From an optimization exercise on the open Yosys and OpenROAD flow, aimed at small area, a short achievable clock period and few clock cycles; shortcuts taken in it are not production practice.
RTL that was checked went through simulation tests only; none was proved equivalent to the original.
The flow treats the clock pin as an ideal source. Dropping or thinning the clock tree relies on that and would not hold on a real chip.
Power is estimated from default activity; no workload was simulated.

rev 12:
==> flow/design.v <==
`timescale 1ps/1ps
module Conv(
    input clk,
    input rst,
    input in_st,
    input [7:0] din,
    output reg [15:0] dout,
    output reg out_st
);
reg [7:0] pix [0:15];
reg [9:0] upart, vreg, va;
reg [10:0] hpart;
reg hodd;
reg [10:0] r_sr [0:9];
wire [12:0] hfull = add12({1'b0, hpart}, {3'b000, vreg[9:1]}, hodd & vreg[0]);
wire [10:0] hsum = hfull[10:0];
reg [6:0] cnt;
integer i;
function [12:0] add12;
    input [11:0] a;
    input [11:0] b;
    input ci;
    integer i, k;
    reg [3:0] s0, s1;
    reg k0, k1, c, p;
    begin
        c = ci;
        for (k = 0; k < 3; k = k + 1) begin
            k0 = 1'b0;
            k1 = 1'b1;
            for (i = 0; i < 4; i = i + 1) begin
                p = a[4*k+i] ^ b[4*k+i];
                s0[i] = p ^ k0;
                s1[i] = p ^ k1;
                k0 = (a[4*k+i] & b[4*k+i]) | (k0 & p);
                k1 = (a[4*k+i] & b[4*k+i]) | (k1 & p);
            end
            add12[4*k +: 4] = c ? s1 : s0;
            c = c ? k1 : k0;
        end
        add12[12] = c;
    end
endfunction
always @(posedge clk) begin
    pix[0] <= din;
    for (i = 1; i < 16; i = i + 1)
        pix[i] <= pix[i-1];
    upart <= add12({3'b000, pix[7], 1'b0}, {4'b0000, pix[15]}, 1'b0);
    vreg <= add12({2'b00, upart}, {4'b0000, pix[0]}, 1'b0);
    va <= vreg;
    hpart <= add12({2'b00, vreg}, {3'b000, va[9:1]}, 1'b0);
    hodd <= va[0];
    r_sr[0] <= hsum;
    for (i = 1; i < 10; i = i + 1)
        r_sr[i] <= r_sr[i-1];
end
wire row5 = (cnt < 7'd31) || (cnt >= 7'd61);
wire s0 = (cnt < 7'd37);
wire s1 = !s0 && (cnt < 7'd43);
wire s2 = (cnt >= 7'd43) && (cnt < 7'd49);
wire s3 = (cnt >= 7'd49) && (cnt < 7'd55);
wire s4 = (cnt >= 7'd55);
wire [10:0] rdel = ({11{s0}} & r_sr[9]) | ({11{s1}} & r_sr[7]) | ({11{s2}} & r_sr[5])
                 | ({11{s3}} & r_sr[3]) | ({11{s4}} & r_sr[1]);
wire [10:0] rsel = row5 ? hsum : rdel;
always @(posedge clk) begin
    dout <= {5'b00000, rsel};
end
always @(posedge clk) begin
    if (rst) begin
        cnt <= 7'd0;
        out_st <= 1'b0;
    end
    else begin
        if (in_st)
            cnt <= 7'd1;
        else if (cnt != 7'd0)
            cnt <= cnt + 7'd1;
        out_st <= (cnt == 7'd30);
    end
end
endmodule
==> flow/config.mk <==
export PLATFORM = sky130hd
export DESIGN_NAME = Conv
export DESIGN_NICKNAME = Conv
export VERILOG_FILES = /design/flow/design.v
export SDC_FILE = /design/flow/constraint.sdc
export NUM_CORES = 4
export LEC_CHECK = 0
export ABC_AREA = 1
export CAP_MARGIN = 20
export CORE_MARGIN = 2
export CORE_UTILIZATION = 65
export SETUP_SLACK_MARGIN = 4.0
export SLEW_MARGIN = 20
==> flow/constraint.sdc <==
create_clock -name core_clock -period 6.0 [get_ports {clk}]
set_input_delay 1.2000 -clock core_clock [delete_from_list [all_inputs] [get_ports {clk}]]
set_output_delay 1.2000 -clock core_clock [all_outputs]
set_load 0.01 [all_outputs]
standard.sh (not shown) runs the stock make flow with config.mk's settings and CLKGATE_MAP_FILE= SYNTH_SCRIPT=/design/flow/synth_recipe.tcl, a recipe that flattens the netlist after the stock synthesis.
==> flow/flow/run.sh <==
#!/bin/bash
# Standard ORFS layout with these changes:
#  - the clock tree is built by flow/mantree.tcl (four root buffers, each
#    driving four leaf buffers) instead of ORFS's CTS;
#  - synthesis leaves adders to ABC instead of mapping them to full-adder cells;
#  - every input and output port gets a buf_2 buffer (instead of the slow
#    delay buffer buffer_ports picks by default); timing repair may resize it.
set -euo pipefail
HERE=$(cd "$(dirname "${BASH_SOURCE[0]}")" && pwd)
export PRE_CTS_TCL=$HERE/pre_cts.tcl
export MT_NX=4 MT_NY=4 MT_NROOT=4 MT_LEAF=sky130_fd_sc_hd__clkbuf_8 MT_ROOT=sky130_fd_sc_hd__clkbuf_8
bash standard.sh finish ADDER_MAP_FILE= \
  "BUFFER_PORTS_ARGS=-buffer_cell sky130_fd_sc_hd__buf_2" > orfs_flow.log 2>&1
Other scripts of this flow, unchanged in this note and not shown: flow/flow/mantree.tcl, flow/flow/pre_cts.tcl
Rev 12 completed end to end with timing, DRC and antenna clean.
Changes in rev 13 relative to rev 12:
Settings: changing SETUP_SLACK_MARGIN from 4.0 to 4.04; setting GPL_ROUTABILITY_DRIVEN to 0 for the first time; setting GPL_TIMING_DRIVEN to 0 for the first time.
### Flow results
- Looking at met1 wire length, rev 13 sits about 1.6% below rev 12.
- Measured against each other, rev 12 and rev 13 differ in first-iteration DRC count, the higher figure coming from rev 12.
- Rev 13 ended up with a lower fraction of power consumed by the clock network than rev 12 did.
- Taking rev 12 as the reference, in rev 13 worst hold slack ~0 delta; clock power ~0 delta.
- Rev 13 against rev 12; static leakage is up by a few percent.
- The via count of the first global-routing pass reported for rev 13 is greater than that of rev 12 by about 2.8%.
- The period utilization on rev 13 is in line with that on rev 12.
- Compared with rev 12, rev 13 degrades switching power of the nets.
- Comparing rev 12 against rev 13, there is no change at all in remaining number of nets flagged by the antenna check after routing.
- Diff rev 12 and rev 13: post-synthesis to final-layout area growth lower in rev 12
No functional check of the RTL was part of any run of this note. In every run of this note, the design's own scripts or RTL, not TritonCTS, make the clock network.

---

v45:
Another version of the RTL of Conv (not shown whole).
Size: about 300 flip-flops, roughly 28 I/O pins, ~0.0078 mm^2 of cells after synthesis.
==> flow/config.mk <==
export PLATFORM = sky130hd
export DESIGN_NAME = Conv
export DESIGN_NICKNAME = Conv
export VERILOG_FILES = /design/flow/design.v
export SDC_FILE = /design/flow/constraint.sdc
export NUM_CORES = 4
export LEC_CHECK = 0
export ABC_AREA = 1
export CAP_MARGIN = 20
export CORE_MARGIN = 2
export CORE_UTILIZATION = 40
export SETUP_SLACK_MARGIN = 4.0
export SLEW_MARGIN = 20
==> flow/constraint.sdc <==
create_clock -name core_clock -period 6.0 [get_ports {clk}]
set_input_delay 1.2000 -clock core_clock [delete_from_list [all_inputs] [get_ports {clk}]]
set_output_delay 1.2000 -clock core_clock [all_outputs]
set_load 0.01 [all_outputs]
==> flow/flow/run.sh <==
#!/bin/bash
# Standard ORFS layout with these changes:
#  - the clock tree is built by flow/mantree.tcl (four root buffers, each
#    driving four leaf buffers) instead of ORFS's CTS;
#  - synthesis (flow/synth.tcl, the standard script with one hook) maps logic
#    with the ABC script flow/abc.script and leaves adders to ABC instead of
#    mapping them to full-adder cells. Registers are untouched.
set -euo pipefail
HERE=$(cd "$(dirname "${BASH_SOURCE[0]}")" && pwd)
export PRE_CTS_TCL=$HERE/pre_cts.tcl
export MT_NX=4 MT_NY=4 MT_NROOT=4 MT_LEAF=sky130_fd_sc_hd__clkbuf_8 MT_ROOT=sky130_fd_sc_hd__clkbuf_8
export MY_ABC_SCRIPT=$HERE/abc.script
bash standard.sh finish ADDER_MAP_FILE= SYNTH_SCRIPT=$HERE/synth.tcl > orfs_flow.log 2>&1
==> flow/flow/abc.script <==
strash
dch
amap
topo
stime -c
buffer -c
upsize -c
dnsize -c
==> flow/flow/mantree.tcl <==
proc mantree_build {} {
  set nleafx [expr {[info exists ::env(MT_NX)] ? $::env(MT_NX) : 2}]
  set nleafy [expr {[info exists ::env(MT_NY)] ? $::env(MT_NY) : 5}]
  set leafm  [expr {[info exists ::env(MT_LEAF)] ? $::env(MT_LEAF) : "sky130_fd_sc_hd__clkbuf_16"}]
  set rootm  [expr {[info exists ::env(MT_ROOT)] ? $::env(MT_ROOT) : "sky130_fd_sc_hd__clkbuf_16"}]
  set nroot  [expr {[info exists ::env(MT_NROOT)] ? $::env(MT_NROOT) : 1}]
  set db [ord::get_db]
  set block [ord::get_db_block]
  set clknet [$block findNet clk]
  set vdd [$block findNet VDD]
  set vss [$block findNet VSS]
  set sinks {}
  foreach it [$clknet getITerms] {
    set inst [$it getInst]
    set bb [$inst getBBox]
    set x [expr {([$bb xMin] + [$bb xMax]) / 2}]
    set y [expr {([$bb yMin] + [$bb yMax]) / 2}]
    lappend sinks [list $x $y $it]
  }
  set n [llength $sinks]
  puts "mantree: $n clock sinks, $nleafx x $nleafy leaves"
  # columns by x
  set sx [lsort -integer -index 0 $sinks]
  set groups {}
  for {set c 0} {$c < $nleafx} {incr c} {
    set a [expr {$c * $n / $nleafx}]
    set b [expr {($c + 1) * $n / $nleafx - 1}]
    set col [lsort -integer -index 1 [lrange $sx $a $b]]
    set m [llength $col]
    for {set r 0} {$r < $nleafy} {incr r} {
      set a2 [expr {$r * $m / $nleafy}]
      set b2 [expr {($r + 1) * $m / $nleafy - 1}]
      lappend groups [lrange $col $a2 $b2]
    }
  }
  set lm [$db findMaster $leafm]
  set rm [$db findMaster $rootm]
  set rootnets {}
  for {set q 0} {$q < $nroot} {incr q} {
    set rn [odb::dbNet_create $block clknet_root_$q]
    $rn setSigType CLOCK
    lappend rootnets $rn
    set sumx($q) 0; set sumy($q) 0; set cnt($q) 0
  }
  set k 0
  foreach g $groups {
    if {$nroot == 0} {
      set q 0
      set rootnet $clknet
    } else {
      set q [expr {($k / $nleafy) * $nroot / $nleafx}]
      set rootnet [lindex $rootnets $q]
    }
    set gx 0; set gy 0
    foreach s $g { incr gx [lindex $s 0]; incr gy [lindex $s 1] }
    set gx [expr {$gx / [llength $g]}]
    set gy [expr {$gy / [llength $g]}]
    set buf [odb::dbInst_create $block $lm clkbuf_leaf_$k]
    $buf setLocation [expr {$gx - [$lm getWidth] / 2}] [expr {$gy - [$lm getHeight] / 2}]
    $buf setPlacementStatus PLACED
    [$buf findITerm VPWR] connect $vdd
    [$buf findITerm VPB] connect $vdd
    [$buf findITerm VGND] connect $vss
    [$buf findITerm VNB] connect $vss
    set net [odb::dbNet_create $block clknet_leaf_$k]
    $net setSigType CLOCK
    [$buf findITerm A] connect $rootnet
    [$buf findITerm X] connect $net
    foreach s $g {
      set it [lindex $s 2]
      $it disconnect
      $it connect $net
    }
    if {$nroot > 0} { incr sumx($q) $gx; incr sumy($q) $gy; incr cnt($q) }
    incr k
  }
  for {set q 0} {$q < $nroot} {incr q} {
  set rootnet [lindex $rootnets $q]
  set rx [expr {$sumx($q) / $cnt($q)}]
  set ry [expr {$sumy($q) / $cnt($q)}]
  set root [odb::dbInst_create $block $rm clkbuf_root_$q]
  $root setLocation [expr {$rx - [$rm getWidth] / 2}] [expr {$ry - [$rm getHeight] / 2}]
  $root setPlacementStatus PLACED
  [$root findITerm VPWR] connect $vdd
  [$root findITerm VPB] connect $vdd
  [$root findITerm VGND] connect $vss
  [$root findITerm VNB] connect $vss
  [$root findITerm A] connect $clknet
  [$root findITerm X] connect $rootnet
  puts "mantree: root $q at $rx $ry, $cnt($q) leaves"
  }
  $clknet setSigType CLOCK
}
==> flow/flow/synth.tcl <==
proc synth {args} { yosys synth -nofsm -noshare {*}$args }
# Run ABC with the script MY_ABC_SCRIPT names instead of the one ORFS picks.
proc abc {args} {
  set i [lsearch -exact $args -script]
  if {$i >= 0 && [info exists ::env(MY_ABC_SCRIPT)] && $::env(MY_ABC_SCRIPT) ne ""} {
    lset args [expr {$i + 1}] $::env(MY_ABC_SCRIPT)
  }
  yosys abc {*}$args
}
source $::env(SCRIPTS_DIR)/synth.tcl
# left out here: clear keep_hierarchy, flatten, clean up, hide names made inside functions, write 1_2_yosys.v
Other scripts of this flow, unchanged in this note and not shown: flow/flow/pre_cts.tcl
The final layout from v45, which completed every stage, passed the timing, design-rule and antenna checks at the end of the flow.
Testbench counts of v45, summed over its fixed seeds: cycles 6,264.
> inputs changed (v45 -> v17)
==> flow/flow/run.sh <==
#!/bin/bash
# Standard ORFS layout with these changes:
#  - the clock tree is built by flow/mantree.tcl (four root buffers, each
#    driving four leaf buffers) instead of ORFS's CTS;
#  - synthesis leaves adders to ABC instead of mapping them to full-adder cells;
#  - ports are buffered with the smallest buffer (timing repair resizes them);
#  - non-critical gates are downsized after global routing.
set -euo pipefail
HERE=$(cd "$(dirname "${BASH_SOURCE[0]}")" && pwd)
export PRE_CTS_TCL=$HERE/pre_cts.tcl
export MT_NX=4 MT_NY=4 MT_NROOT=4 MT_LEAF=sky130_fd_sc_hd__clkbuf_8 MT_ROOT=sky130_fd_sc_hd__clkbuf_8
bash standard.sh finish ADDER_MAP_FILE= RECOVER_POWER=${RECOVER:-100} \
  "BUFFER_PORTS_ARGS=-buffer_cell sky130_fd_sc_hd__buf_1" > orfs_flow.log 2>&1
diff --git a/flow/flow/mantree.tcl b/flow/flow/mantree.tcl
--- a/flow/flow/mantree.tcl
+++ b/flow/flow/mantree.tcl
@@ -47,7 +47,2 @@
-    if {$nroot == 0} {
-      set q 0
-      set rootnet $clknet
-    } else {
-      set q [expr {($k / $nleafy) * $nroot / $nleafx}]
-      set rootnet [lindex $rootnets $q]
-    }
+    set q [expr {($k / $nleafy) * $nroot / $nleafx}]
+    set rootnet [lindex $rootnets $q]
@@ -74 +69 @@
-    if {$nroot > 0} { incr sumx($q) $gx; incr sumy($q) $gy; incr cnt($q) }
+    incr sumx($q) $gx; incr sumy($q) $gy; incr cnt($q)
removed: flow/flow/abc.script
removed: flow/flow/synth.tcl
==> comparison <==
Higher share of the synthesized area in compound gates (AO/OA/AOI/OAI) was reported by v45, not v17.
v17 vs. v45: routed wire length fell by 7.6%, power per standard cell area rose by about 7%, number of distinct library cell variants in the gate-level netlist after synthesis fell by 17%, sequential power rose by about 2%.
For v22, these inputs were changed with respect to v17:
==> flow/flow/run.sh <==
#!/bin/bash
# Standard ORFS layout, except that the clock tree is built by flow/mantree.tcl
# (four root buffers, each driving four leaf buffers) instead of ORFS's CTS,
# and synthesis leaves adders to ABC instead of mapping them to full-adder cells.
set -euo pipefail
HERE=$(cd "$(dirname "${BASH_SOURCE[0]}")" && pwd)
export PRE_CTS_TCL=$HERE/pre_cts.tcl
export MT_NX=4 MT_NY=4 MT_NROOT=4 MT_LEAF=sky130_fd_sc_hd__clkbuf_8 MT_ROOT=sky130_fd_sc_hd__clkbuf_8
bash standard.sh finish ADDER_MAP_FILE= > orfs_flow.log 2>&1
diff --git a/flow/config.mk b/flow/config.mk
--- a/flow/config.mk
+++ b/flow/config.mk
@@ -8 +7,0 @@
-export ABC_AREA = 1
--- outcome ---
Delta (v22 minus v17): share of synthesized cell area in full adder, half adder and majority cells has increased; cell count along the critical path lower; total power went up; largest voltage drop on the vdd net decreased by 11% relative to the old numbers.
Diff v17 and v22: post-synthesis mux area share higher in v22
No run of this note takes its clock network from TritonCTS; it comes from the design's own scripts or RTL.

==> afterwards: timing with drivers on the ports <==
In the flow no input, the clock included, has a driving cell. The finished layouts below were timed again as built, in two steps. Step 1: set_driving_cell puts a clkbuf_16 on clk and a buf_2 on each other input, an assumption about the parent block. Step 2 times the ports against the registers' clock, not the clock port: input delays grow and output delays shrink by t, the midpoint of the rising clock arrivals with the driver on. Slacks: no drivers / after step 1 / after step 2; pairs: no drivers / after step 1.
run	t, ns	setup slack, ns	worst setup path at the end	clock arrival spread, ns
rev 12	0.368	4.027 / 3.968 / 4.025	input to register	0.024 / 0.024
rev 13	0.369	4.031 / 3.972 / 3.965	input to register	0.021 / 0.022
v45	0.377	3.642 / 3.642 / 3.642	register to register	0.026 / 0.025
v17	0.377	3.361 / 3.361 / 3.361	register to register	0.023 / 0.023
v22	0.378	3.809 / 3.809 / 3.699	input to register	0.019 / 0.018
After both steps setup and hold are still met in every run listed. The setup slack of v22, which loses most, moves by 0.000 ns with the drivers and by -0.110 ns with both steps.
